From an optimization exercise on the open Yosys and OpenROAD flow, aimed at small area; shortcuts taken in it are not production practice.
In this exercise RTL edits were held to simulation tests only and were not proved equivalent to the original.
No activity file was given, so power comes from the tool's default toggle rates.

## run.sh

```bash
#!/bin/bash
# synth_recipe.tcl (not shown) runs the flow's synth.tcl, then flattens the netlist and writes it again
# the make line also repeats each setting of config.mk as NAME=value (left out here)
make -C /OpenROAD-flow-scripts/flow DESIGN_CONFIG=/design/flow/config.mk WORK_HOME=/design/flow/orfs CLKGATE_MAP_FILE= SYNTH_SCRIPT=/design/flow/synth_recipe.tcl finish
```

## config.mk

```make
export PLATFORM = sky130hd
export DESIGN_NAME = WEBDRIVER_TORSO
export DESIGN_NICKNAME = WEBDRIVER_TORSO
export VERILOG_FILES = /design/flow/design.v
export SDC_FILE = /design/flow/constraint.sdc
export NUM_CORES = 4
export LEC_CHECK = 0
export CAP_MARGIN = 20
export CORE_MARGIN = 2
export CORE_UTILIZATION = 40
export SLEW_MARGIN = 20
```

## constraint.sdc

```tcl
create_clock -name core_clock -period 40.0 [get_ports {clk}]
set_input_delay 8.0000 -clock core_clock [delete_from_list [all_inputs] [get_ports {clk}]]
set_output_delay 8.0000 -clock core_clock [all_outputs]
set_load 0.01 [all_outputs]
```

## design.v

```verilog
`timescale 1ns / 1ps
module Counter #(parameter WIDTH = 8, parameter LIMIT = 127)(
    input clk,
    input rst,                       
    input en,                        
    output rdy,                      
    output [WIDTH-1:0] out           
    );
reg [WIDTH:0] counter;
assign rdy = counter[WIDTH];
assign out = counter[WIDTH-1:0];
always @ (posedge clk)
begin
	if(rst) counter <= LIMIT;
	else if(en) begin
		if(!counter[WIDTH]) counter <= counter - 1;
		else counter <= LIMIT;
	end
end
endmodule
`timescale 1ns / 1ps
module Random_Counter #(parameter WIDTH = 8, parameter LIMIT = 255)(
    input clk,
    input rst,                       
    input en,                        
    output [WIDTH:0] out
    );
reg [WIDTH:0] counter;
assign out = counter;
always @ (posedge clk)
begin
	if(rst) counter <= 0;
	else if(en) begin
		if(counter < LIMIT) counter <= counter + 1;
		else counter <= 0;
	end
end
endmodule
`timescale 1ns / 1ps
module Register #(parameter WIDTH = 9)(
    input clk,
    input rst,                       
    input enable,                    
    input [WIDTH:0] in,
    output reg [WIDTH:0] out
    );
always @ (posedge clk)
begin
	if(rst) out <= 0;
	else if(enable) out <= in;
end
endmodule
`timescale 1ns / 1ps
module Timer(
    input clk,
    input rst,
    input en,                        
    output tmr_rdy0,                 
    output tmr_rdy1                  
    );
wire [5:0] timer_out;
Counter #(6, 58) timer (
    .clk(clk),
    .rst(rst),
    .en(en),
    .rdy(tmr_rdy0),
    .out(timer_out)
    );
assign tmr_rdy1 = timer_out == 1;
endmodule
`timescale 1ns / 1ps
module Sync_Generator(
    input clk,
    input rst,
    output [9:0] pixel_out,           
    output [9:0] line_out,            
    output visible,                   
    output hsync,
    output vsync,
    output p_rdy,                     
    output l_rdy                      
    );
Counter #(10, 798) pixel_counter (
    .clk(clk),
    .rst(rst),
    .en(1'b1),
    .rdy(p_rdy),
    .out(pixel_out)
    );
Counter #(10, 523) line_counter (
    .clk(clk),
    .rst(rst),
    .en(p_rdy),
    .rdy(l_rdy),
    .out(line_out)
    );
assign visible = pixel_out < 640 & line_out < 480;
assign hsync = pixel_out >= 687 & pixel_out < 783;
assign vsync = line_out >= 512 & line_out < 514;
endmodule
`timescale 1ns / 1ps
module Random_Rectangle_Generator(
    input clk,
    input rst,
    input p_rdy,                      
    input red_load,                   
    input blue_load,                  
    output [9:0] rw0_out, rw1_out,    
    output [8:0] rh0_out, rh1_out,    
    output [9:0] bw0_out, bw1_out,    
    output [8:0] bh0_out, bh1_out     
    );
wire [9:0] w0_in, w1_in;
wire [8:0] h0_in, h1_in;
Random_Counter #(9, 640) random_width0 (.clk(clk), .rst(rst), .en(1'b1), .out(w0_in));
Register #(9) red_width0(.clk(clk), .rst(rst), .enable(red_load), .in(w0_in), .out(rw0_out));
Register #(9) blue_width0(.clk(clk), .rst(rst), .enable(blue_load), .in(w0_in), .out(bw0_out));
Random_Counter #(9, 640) random_width1 (.clk(clk), .rst(rst), .en(p_rdy), .out(w1_in));
Register #(9) red_width1(.clk(clk), .rst(rst), .enable(red_load), .in(w1_in), .out(rw1_out));
Register #(9) blue_width1(.clk(clk), .rst(rst), .enable(blue_load), .in(w1_in), .out(bw1_out));
Random_Counter #(8, 480) random_height0 (.clk(clk), .rst(rst), .en(1'b1), .out(h0_in));
Register #(8) red_height0(.clk(clk), .rst(rst), .enable(red_load), .in(h0_in), .out(rh0_out));
Register #(8) blue_height0(.clk(clk), .rst(rst), .enable(blue_load), .in(h0_in), .out(bh0_out));
Random_Counter #(8, 480) random_height1 (.clk(clk), .rst(rst), .en(p_rdy), .out(h1_in));
Register #(8) red_height1(.clk(clk), .rst(rst), .enable(red_load), .in(h1_in), .out(rh1_out));
Register #(8) blue_height1(.clk(clk), .rst(rst), .enable(blue_load), .in(h1_in), .out(bh1_out));
endmodule
`timescale 1ns / 1ps
module Rectangle_Display(
    input [9:0] pixel_out,
    input [9:0] line_out,
    input [9:0] rw0_out, rw1_out,
    input [8:0] rh0_out, rh1_out,
    input [9:0] bw0_out, bw1_out,
    input [8:0] bh0_out, bh1_out,
    input visible,
    output [1:0] red,
    output [1:0] green,
    output [1:0] blue
    );
wire red_box = ((rw0_out > pixel_out & rw1_out < pixel_out) | (rw1_out > pixel_out & rw0_out < pixel_out)) & ((rh0_out > line_out & rh1_out < line_out) | (rh1_out > line_out & rh0_out < line_out));
wire blue_box = ((bw0_out > pixel_out & bw1_out < pixel_out) | (bw1_out > pixel_out & bw0_out < pixel_out)) & ((bh0_out > line_out & bh1_out < line_out) | (bh1_out > line_out & bh0_out < line_out));
assign green[0] = ~(red_box | blue_box) & visible;
assign green[1] = green[0];
assign blue[0] = (~red_box & visible);
assign blue[1] = blue[0];
assign red[0] = red_box | green[0];
assign red[1] = red[0];
endmodule
`timescale 1ns / 1ps
module Vga_Driver(
    input clk,
    input rst,
    output vsync,
    output hsync,
    output [1:0] red,
    output [1:0] green,
    output [1:0] blue,
    output sec                        
    );
wire [9:0] pixel_out;
wire [9:0] line_cnt;
wire [8:0] line_out = line_cnt[8:0];  
wire visible, p_rdy, l_rdy;
Sync_Generator sync_generator (
    .clk(clk),
    .rst(rst),
    .pixel_out(pixel_out),
    .line_out(line_cnt),
    .visible(visible),
    .hsync(hsync),
    .vsync(vsync),
    .p_rdy(p_rdy),
    .l_rdy(l_rdy)
    );
wire frame_end = p_rdy & l_rdy;
wire tmr_rdy0, tmr_rdy1;
Timer timer (
    .clk(clk),
    .rst(rst),
    .en(frame_end),
    .tmr_rdy0(tmr_rdy0),
    .tmr_rdy1(tmr_rdy1)
    );
wire red_load = frame_end & tmr_rdy0;
wire blue_load = frame_end & tmr_rdy1;
assign sec = red_load;
wire [9:0] rw0_out, rw1_out;
wire [8:0] rh0_out, rh1_out;
wire [9:0] bw0_out, bw1_out;
wire [8:0] bh0_out, bh1_out;
Random_Rectangle_Generator random_rectangle_generator (
    .clk(clk),
    .rst(rst),
    .p_rdy(p_rdy),
    .red_load(red_load),
    .blue_load(blue_load),
    .rw0_out(rw0_out),
    .rw1_out(rw1_out),
    .rh0_out(rh0_out),
    .rh1_out(rh1_out),
    .bw0_out(bw0_out),
    .bw1_out(bw1_out),
    .bh0_out(bh0_out),
    .bh1_out(bh1_out)
    );
Rectangle_Display rectangle_display (
    .pixel_out(pixel_out),
    .line_out({1'b0, line_out}),
    .rw0_out(rw0_out),
    .rw1_out(rw1_out),
    .rh0_out(rh0_out),
    .rh1_out(rh1_out),
    .bw0_out(bw0_out),
    .bw1_out(bw1_out),
    .bh0_out(bh0_out),
    .bh1_out(bh1_out),
    .visible(visible),
    .red(red),
    .green(green),
    .blue(blue)
    );
endmodule
`timescale 1ns / 1ps
module Random_Frequency_Generator(
    input clk,
    input rst,
    input sec,                        
    output [11:0] frequency
    );
wire [11:0] r_out;
Counter #(12, 3000) rnd_freq (
    .clk(clk),
    .rst(r_out < 300 | rst),
    .en(1'b1),
    .rdy(),
    .out(r_out)
    );
Register #(11) frequency_reg (.clk(clk), .rst(rst), .enable(sec), .in(r_out), .out(frequency));
endmodule
`timescale 1ns / 1ps
module Frequency_To_PWM(
    input clk,
    input rst,
    input [11:0] frequency,
    output reg pwm
    );
reg [23:0] accumulator;
always@(posedge clk)
begin
	if(rst) begin
		accumulator <= 0;
		pwm <= 1'b1;
	end
	else if(accumulator > 12500000)
		begin
			accumulator <= 0;
			pwm <= ~pwm;
		end
	else
		accumulator <= accumulator + frequency;
end
endmodule
`timescale 1ns / 1ps
module Sound_Driver(
    input clk,
    input rst,
    input sec,                        
    output pwm
    );
wire [11:0] frequency;
Random_Frequency_Generator random_frequency_generator (
    .clk(clk),
    .rst(rst),
    .sec(sec),
    .frequency(frequency)
    );
Frequency_To_PWM frequency_to_pwm (
    .clk(clk),
    .rst(rst),
    .frequency(frequency),
    .pwm(pwm)
    );
endmodule
`timescale 1ns / 1ps
module WEBDRIVER_TORSO(
    input clk,                        
    input rstbt,                      
    output [12:4] aio                 
    );
wire sec;
Vga_Driver vga_driver (
    .clk(clk),
    .rst(rstbt),
    .vsync(aio[11]),
    .hsync(aio[12]),
    .red(aio[6:5]),
    .green(aio[8:7]),
    .blue(aio[10:9]),
    .sec(sec)
    );
Sound_Driver sound_driver (
    .clk(clk),
    .rst(rstbt),
    .sec(sec),
    .pwm(aio[4])
    );
endmodule
```

==> results of run 1 <==
[flip-flops by register name, indices dropped and copies added (netlist names)]
name and cells:
sound_driver.frequency_to_pwm.accumulator 24, sound_driver.random_frequency_generator.rnd_freq.counter 13, sound_driver.random_frequency_generator.frequency_reg.out 12, vga_driver.sync_generator.line_counter.counter 11, vga_driver.sync_generator.pixel_counter.counter 11, vga_driver.random_rectangle_generator.blue_width0.out 10
vga_driver.random_rectangle_generator.blue_width1.out 10, vga_driver.random_rectangle_generator.random_width0.counter 10, vga_driver.random_rectangle_generator.random_width1.counter 10, vga_driver.random_rectangle_generator.red_width0.out 10, vga_driver.random_rectangle_generator.red_width1.out 10, vga_driver.random_rectangle_generator.blue_height0.out 9
vga_driver.random_rectangle_generator.blue_height1.out 9, vga_driver.random_rectangle_generator.random_height0.counter 9, vga_driver.random_rectangle_generator.random_height1.counter 9, vga_driver.random_rectangle_generator.red_height0.out 9, vga_driver.random_rectangle_generator.red_height1.out 9, vga_driver.timer.timer.counter 7
sound_driver.frequency_to_pwm.pwm 1
[routing by layer]
layer / vias up / share of wire [%] / GRT usage (%)
li1: 4095 / - / -
met1: 3644 / 52 / 23.8
met2: 71 / 45 / 27.5
met3: 17 / 2.1 / 3.06
met4: 0 / 1.3 / 4.55
met5: - / 0 / 0
[layout make-up]
cell class	instances	area share, %
inverter	49	1.72
tap	324	3.79
clock inverter	15	1.41
sequential	193	36.2
timing repair buffer	14	1.31
clock buffer	17	3.98
multi-input combinational	893	51.6
[critical path, stage by stage (launching register included)]
cell and delay [ns]:
dfxtp_1 0.40, inv_1 0.17, ha_1 0.35, a211oi_1 0.23
nor2_1 0.08, a2111oi_0 0.66, o311ai_0 0.33, a22oi_1 0.31
o2bb2ai_1 0.13, clkdlybuf4s50_1 0.50
[cells in the mapped netlist, types with 6 or more instances]
library cell    n
nor2_1         85
and2_1          6
nand2_1       243
ha_1           98
clkbuf_1       40
and3_1         14
xnor2_1        30
nand3_1        29
or4_1           6
o21ai_0        35
nand4_1        27
a21oi_1       143
o211ai_1        6
a211oi_1       13
a211o_1         7
inv_1          49
o21a_1          6
buf_4           6
a21o_1         13
nor3_1         19
xor2_1         23
dfxtp_1       193
or3_1          10
[worst paths after layout]
kind                                                                start                                                  endpoint  cells after the start
setup / recovery                                                 register                                                    aio[5]                      9
hold / removal                                                   register                                                  register                      2
setup reg to reg  sound_driver.frequency_to_pwm.accumulator[7]$_SDFF_PP0_  sound_driver.frequency_to_pwm.accumulator[23]$_SDFF_PP0_                      6
hold reg to reg                                                  register                                                  register                      2
[through the flow]
stage / setup slack [ns] / utilization, % / hold slack, ns / cell area (µm²)
2_1_floorplan: 29.63 / - / 0.422 / 9770
3_3_place_gp: 29.02 / 41.7 / 0.443 / 10100
3_5_place_dp: 28.89 / 41.7 / 0.444 / 10100
4_1_cts: 28.43 / 44.1 / 0.461 / 10700
5_1_grt: 28.09 / 44.2 / 0.484 / 10700
6_report: 28.40 / 44.2 / 0.457 / 10700
[cell families (layout without fill, tap and decap cells)]
group,count (synthesis),after routing,share of synthesized area [%]
fa+ha+maj,99,99,12.8
simple gates,469,469,21.7
other cells,1,1,0.0384
mux,3,3,0.320
buf+inv,98,95,4.07
xor+xnor,53,53,4.75
flops,193,193,39.6
compound gates,268,268,16.8
[where the power goes]
group / total [mW] / internal (mW) / switching (mW)
clock: 0.167 / 0.0831 / 0.0843
sequential: 0.195 / 0.193 / 0.00167
combinational: 0.00900 / 0.00291 / 0.00608
==> results.cfg, run 1 <==
[cts]
post_cts_buffers = 0
clock-sinks = 193
cts_tree = built
post_cts_resized = 0
hold_buffers = 0
cts_max_path_buffers = 2
cts_root_buf = clkbuf_16
path_clk_slew_ns = 0.08
cts-buffers-inserted = 17
cts_htree_levels = 4
clk-insertion-delay-late_ns = 0.44

[grt]
grt_pass1_wl_um = 35900
grt_max_degree = 68
grt_pass1_vias = 7157
track_usage_pct = 17.2
antenna_found_initial = 0
grt-ovfl-total = 0

[outcome]
status = no timing/DRC/antenna violations

[finish]
layout_common_cells = nand2_1 (242), dfxtp_1 (193), a21oi_1 (143)
multiInputGateArea_um2 = 5510
drive_gt1_share_pct = 4.23
layout_commonest_cell = nand2_1
regArea_um2 = 3860
fillers = 2419
layout.cells.non_filler = 1505
finalNetCount = 1269
antenna-diode-count = 0
area_growth_pct = 9.36

[route]
drt-total-wl_um = 21500
vias_per_cell = 5.20
vias = 7827
ant_nets = 0
wl_per_cell_um = 14.3
drt_pass1_iterations = 4
route.detailed.drc = 0
initialDrtViolationCount = 389

[sta]
report.final.slew_viol_count = 0
fin_crit_sh_pct = 29.0
rsz0062_at_grt = no
skew_ns = 0.00874
min_period_ns = 11.60
setup_viol = 0
tns_ns = 0
slew_headroom_pct = 35.6
hold_viol_final = 0
fmax_mhz = 86.2
worst_pin_slew_ns = 0.965

[yosys]
dominantRegCellSynth = dfxtp_1
synth.largest_area_cell = dfxtp_1
synth_area_um2 = 9770
ys_types = 62
yosysTopAreaCellShare_pct = 39.6
postSynthAreaPerCell_um2 = 8.25
yosys_warnings = 10
synth_edf_count = 0
ys_ff_latch = 193
synthCells = 1184
synth_fp_nets = 1285
seq_area_frac_synth_pct = 39.6
synth_area_leaders = dfxtp_1 (40%), ha_1 (13%), nand2_1 (9.3%), a21oi_1 (7.3%), nor2_1 (3.3%)
async_reset_ff_share_pct = 0

[power]
vdd.ir_drop.worst_mv = 0.0243
cellLeakagePower_nw = 4.02
power_mw = 0.371
powerDensity_nw_per_um2 = 34.8

[critical_path]
cp.required_ns = 32.00
endpoint_kind = output port
critPathMaxFanout = 7
timing.reg2reg.setup_slack_ns = 37.54
arrival_ns = 3.60
startpoint_type = register
crit_type = register to output port

[place]
port_buffers = 10
dp_hpwl_um = 15000
place.gp.congestion = 0.830
dp_cells = 1472

[die]
floorplan.initialDensity_pct = 40.4
fp.dieArea_um2 = 25700
fp.dieH_um = 160
coreArea_um2 = 24200
ioPinCount = 11
fp-row-count = 57
die_w_um = 160

[min_path]
worstHoldPathType = register to register

[run]
maxCapViolCount = 0
==> run 2: changes to the inputs <==
==> design.v (replaced) <==
`timescale 1ns / 1ps
module WEBDRIVER_TORSO(
    input clk,                        
    input rstbt,                      
    output [12:4] aio                 
    );
wire rst = rstbt;
reg [9:0] px;
reg [9:0] ln;
reg [5:0] tm;
wire p_rdy = &px;
wire frame_end = p_rdy & (&ln);
wire red_load = frame_end & (&tm);
wire blue_load = frame_end & (tm == 6'd1);
always @(posedge clk) begin
	if (rst) px <= 10'd798;
	else if (p_rdy) px <= 10'd798;
	else px <= px - 10'd1;
end
always @(posedge clk) begin
	if (rst) ln <= 10'd523;
	else if (p_rdy) begin
		if (&ln) ln <= 10'd523;
		else ln <= ln - 10'd1;
	end
end
always @(posedge clk) begin
	if (rst) tm <= 6'd58;
	else if (frame_end) begin
		if (&tm) tm <= 6'd58;
		else tm <= tm - 6'd1;
	end
end
reg sb, sr;
always @(posedge clk) begin
	if (rst) begin
		sb <= 1'b0;
		sr <= 1'b0;
	end else if (red_load) begin
		sb <= 1'b0;
		sr <= 1'b1;
	end else if (blue_load) sb <= 1'b1;
end
reg [9:0] bw0, bw1;
reg [8:0] bh0, bh1;
wire [9:0] cw0 = blue_load ? 10'd367 : sb ? 10'd564 : 10'd290;
wire [9:0] cw1 = blue_load ? 10'd91  : sb ? 10'd318 : 10'd409;
wire [8:0] ch0 = blue_load ? 9'd410  : sb ? 9'd245  : 9'd174;
wire [8:0] ch1 = blue_load ? 9'd235  : sb ? 9'd334  : 9'd88;
wire [10:0] sw0 = bw0 + cw0;
wire [10:0] sw1 = bw1 + cw1;
wire [9:0] sh0 = bh0 + ch0;
wire [9:0] sh1 = bh1 + ch1;
wire [9:0] rw0 = (sw0 >= 11'd641) ? sw0 - 11'd641 : sw0;
wire [9:0] rw1 = (sw1 >= 11'd641) ? sw1 - 11'd641 : sw1;
wire [8:0] rh0 = (sh0 >= 10'd481) ? sh0 - 10'd481 : sh0;
wire [8:0] rh1 = (sh1 >= 10'd481) ? sh1 - 10'd481 : sh1;
always @(posedge clk) begin
	if (rst) begin
		bw0 <= 10'd350;
		bw1 <= 10'd231;
		bh0 <= 9'd306;
		bh1 <= 9'd392;
	end else if (blue_load) begin
		bw0 <= rw0;
		bw1 <= rw1;
		bh0 <= rh0;
		bh1 <= rh1;
	end
end
wire [9:0] x = px;
wire [8:0] y9 = ln[8:0];
wire visible = (x < 10'd640) & (ln < 10'd480);
wire hsync = (x >= 10'd687) & (x < 10'd783);
wire vsync = (ln >= 10'd512) & (ln < 10'd514);
wire red_box = sr & ((rw0 > x & rw1 < x) | (rw1 > x & rw0 < x))
                  & ((rh0 > y9 & rh1 < y9) | (rh1 > y9 & rh0 < y9));
wire blue_box = (sb | sr) & ((bw0 > x & bw1 < x) | (bw1 > x & bw0 < x))
                  & ((bh0 > y9 & bh1 < y9) | (bh1 > y9 & bh0 < y9));
wire green = ~(red_box | blue_box) & visible;
wire blue = ~red_box & visible;
wire red = red_box | green;
reg [11:0] freq;
reg [23:0] acc;
reg pwm;
always @(posedge clk) begin
	if (rst) freq <= 12'd299;
	else if (red_load) freq <= (freq >= 12'd1447) ? freq - 12'd1148 : freq + 12'd1554;
end
always @(posedge clk) begin
	if (rst | ~sr) begin
		acc <= 24'd0;
		pwm <= 1'b1;
	end else if (acc > 24'd12500000) begin
		acc <= 24'd0;
		pwm <= ~pwm;
	end else acc <= acc + {12'd0, freq};
end
assign aio[12] = hsync;
assign aio[11] = vsync;
assign aio[10:9] = {2{blue}};
assign aio[8:7] = {2{green}};
assign aio[6:5] = {2{red}};
assign aio[4] = pwm;
endmodule
==> results.cfg, run 2 <==
[critical_path]
endpoint_kind = output port
path_common_cell = o21ai_0
crit_type = register to output port
reg2reg_depth = 19
r2r-start = px[0]$_SDFF_PP0_
arrival_ns = 8.81
cp_slowest_stage_delay_ns = 0.79
cp_top_family = compound AO/OA/AOI/OAI gates
timing.reg2reg.setup_slack_ns = 33.85
cpMaxStageDelayCell = or4_1
startpoint_type = register
rr_endpoint = bw0[8]$_SDFFE_PP1P_
crit_buf_inv = 3
critPathMaxFanout = 14
cp.required_ns = 32.00

[sta]
setup_viol = 0
fmax_mhz = 59.5
min_period_ns = 16.81
finalWorstSetupSlack_ns = 23.19
whs_ns = 0.472
worst_pin_slew_ns = 0.888
report.final.slew_viol_count = 0
tns_ns = 0
slew_headroom_pct = 40.6
hold_viol_final = 0
rsz0062_at_grt = no
skew_ns = 0.0120
fin_crit_sh_pct = 42.0

[grt]
gr-usage-met2_pct = 31.5
grt_pass1_vias = 7469
grt-ovfl-total = 0
grt_max_degree = 42
track_usage_pct = 20.4
grt_pass1_wl_um = 39500
grt-busiest-layer = met2
grtUsageMet3_pct = 3.92
use_met1_pct = 29.3
antenna_found_initial = 0

[finish]
reg_top3 = acc (24), freq (11)
largest_register = acc
area_growth_pct = 6.48
finish.utilization_pct = 43.4
drive_gt1_share_pct = 3.99
antenna-diode-count = 0
multiInputGateArea_um2 = 6690
layout_commonest_cell = ha_1
fin_area_um2 = 9790
layout_common_cells = ha_1 (130), nand2_1 (106), nor2_1 (105)
fillers = 2293
regArea_um2 = 2040
largest_reg_flops = 24
layout.cells.non_filler = 1439
finalNetCount = 1286

[cts]
cts_root_buf = clkbuf_16
cts_max_path_buffers = 2
hold_buffers = 0
post_cts_resized = 0
clock-sinks = 102
clk-insertion-delay-late_ns = 0.36
cts-buffers-inserted = 9
path_clk_slew_ns = 0.08
cts_tree = built
cts_htree_levels = 3
post_cts_buffers = 0

[yosys]
ys_types = 76
synth.largest_area_cell = dfxtp_1
dominantRegCellSynth = dfxtp_1
yosysTopAreaCellShare_pct = 22.2
synth_most_common_cell = ha_1
synth_fp_nets = 1298
async_reset_ff_share_pct = 0
seq_area_frac_synth_pct = 22.2
yosys_warnings = 1
synth_area_leaders = dfxtp_1 (22%), ha_1 (18%), xnor2_1 (6.7%), nand2_1 (4.3%), nor2_1 (4.3%)
postSynthAreaPerCell_um2 = 7.92
synthCells = 1161
synth_commonest_cells = ha_1 (130), nand2_1 (106), nor2_1 (105)
synth_area_um2 = 9190
synth_edf_count = 0
ys_ff_latch = 102

[outcome]
status = no timing/DRC/antenna violations

[die]
floorplan.initialDensity_pct = 40.7
ioPinCount = 11
fp.dieH_um = 156
fp-row-count = 55
die_w_um = 156
coreArea_um2 = 22600
fp.dieArea_um2 = 24200

[route]
vias = 8126
route.detailed.drc = 0
drt-total-wl_um = 23900
wl_per_cell_um = 16.6
initialDrtViolationCount = 508
vias_per_cell = 5.65
ant_nets = 0
drt_pass1_iterations = 8

[power]
cellLeakagePower_nw = 4.10
powerDensity_nw_per_um2 = 20.3
vdd.ir_drop.worst_mv = 0.0188
power_mw = 0.199

[place]
post_dp_cell_area_um2 = 9490
place.gp.congestion = 0.955
dp_cells = 1423
pre_cts_slack_ns = 23.61
dp_hpwl_um = 18100
port_buffers = 10

[min_path]
worstHoldStart = acc[23]$_SDFF_PP0_
worst_hold_path.endpoint = acc[23]$_SDFF_PP0_
hold_path_depth = 2
worstHoldPathType = register to register

[run]
maxCapViolCount = 0
-- run 2: changes by cell type in the layout (fill, tap and decap cells not counted), sizes merged, moves of 9 or more --
| cell | previous run | this run |
|---|---|---|
| a21oi | 143 | 69 |
| dfxtp | 193 | 102 |
| ha | 98 | 130 |
| inv | 56 | 78 |
| nand2 | 243 | 107 |
| nor2 | 85 | 105 |
| nor2b | 5 | 21 |
| nor3 | 19 | 31 |
| nor3b | 2 | 11 |
| o211ai | 6 | 16 |
| o21a | 6 | 32 |
| o21ai | 36 | 79 |
| xnor2 | 30 | 70 |
-- run 2: report_power, final --
group	internal [mW]	switching (mW)
Combinational	0.00263	0.00437
Sequential	0.102	0.000661
Clock	0.0439	0.0458
Total	0.148	0.0508
-- run 2: worst max path at each step --
| stage | start | to | slack, ns | cells past startpoint |
|---|---|---|---|---|
| after floorplan | px[0]$_SDFF_PP0_ | aio[7] | 25.02 | 32 |
| after global placement | px[0]$_SDFF_PP0_ | aio[8] | 23.83 | 30 |
| after detailed placement | ln[0]$_SDFFE_PP1P_ | aio[8] | 23.61 | 28 |
| after CTS | ln[0]$_SDFFE_PP1P_ | aio[8] | 23.18 | 28 |
| after global routing | ln[0]$_SDFFE_PP1P_ | aio[8] | 22.54 | 28 |
| final | px[0]$_SDFF_PP0_ | aio[6] | 23.19 | 30 |
-- run 2: logic make-up after synthesis --
family,share of synthesized area [%]
and+or+nand+nor,22.6
AOI/OAI and AO/OA,20.7
adders and majority gates,19.0
buffers and inverters,5.14
DFF,22.2
xor gates and xnor gates,9.53
muxes,0.885
-- run 2: worst min-delay path: cells and delay by family (launching register included) --
kind             cells  cell delay [ns]
AND/OR/NAND/NOR      1             0.07
flip-flops           1             0.33
AO/OA/AOI/OAI        1             0.05
-- run 2: final cells by class --
class | count | area share [%]
inverter | 75 | 2.90
clock buffer | 9 | 2.30
timing repair buffer | 14 | 1.28
multi-input combinational | 947 | 68.3
tap | 285 | 3.64
clock inverter | 7 | 0.690
sequential | 102 | 20.9
-- run 2: per-layer routing --
layer | share of wire (%) | up-vias
met3 | 4.1 | 30
li1 | - | 4142
met4 | 1.6 | 0
met5 | 0 | -
met2 | 43 | 144
met1 | 51 | 3810

[port drivers added, routing unchanged]
The flow's constraints put no driver on any port. The routed layouts listed below were extracted and timed again, unchanged, in two steps.
Step 1: set_driving_cell puts a clkbuf_16 on clk and a buf_2 on each other input, an assumption about the parent block.
Step 2 moves the port delays by t, midway between the first and last clock arrival at a register: inputs arrive t later, outputs are due t later. That takes back most of the time a late clock gives input paths.
Slacks: ideal / step 1 / step 2; pairs: ideal / step 1.
| run | t (ns) | setup WS [ns] | slew at the worst register clock pin (ns) | cell pins on the clock port's net |
|---|---|---|---|---|
| run 1 | 0.486 | 28.403 / 28.351 / 28.837 | 0.08 / 0.08 | 1 |
| run 2 | 0.406 | 23.188 / 23.140 / 23.546 | 0.08 / 0.08 | 1 |
After both steps every run listed still meets setup and hold.
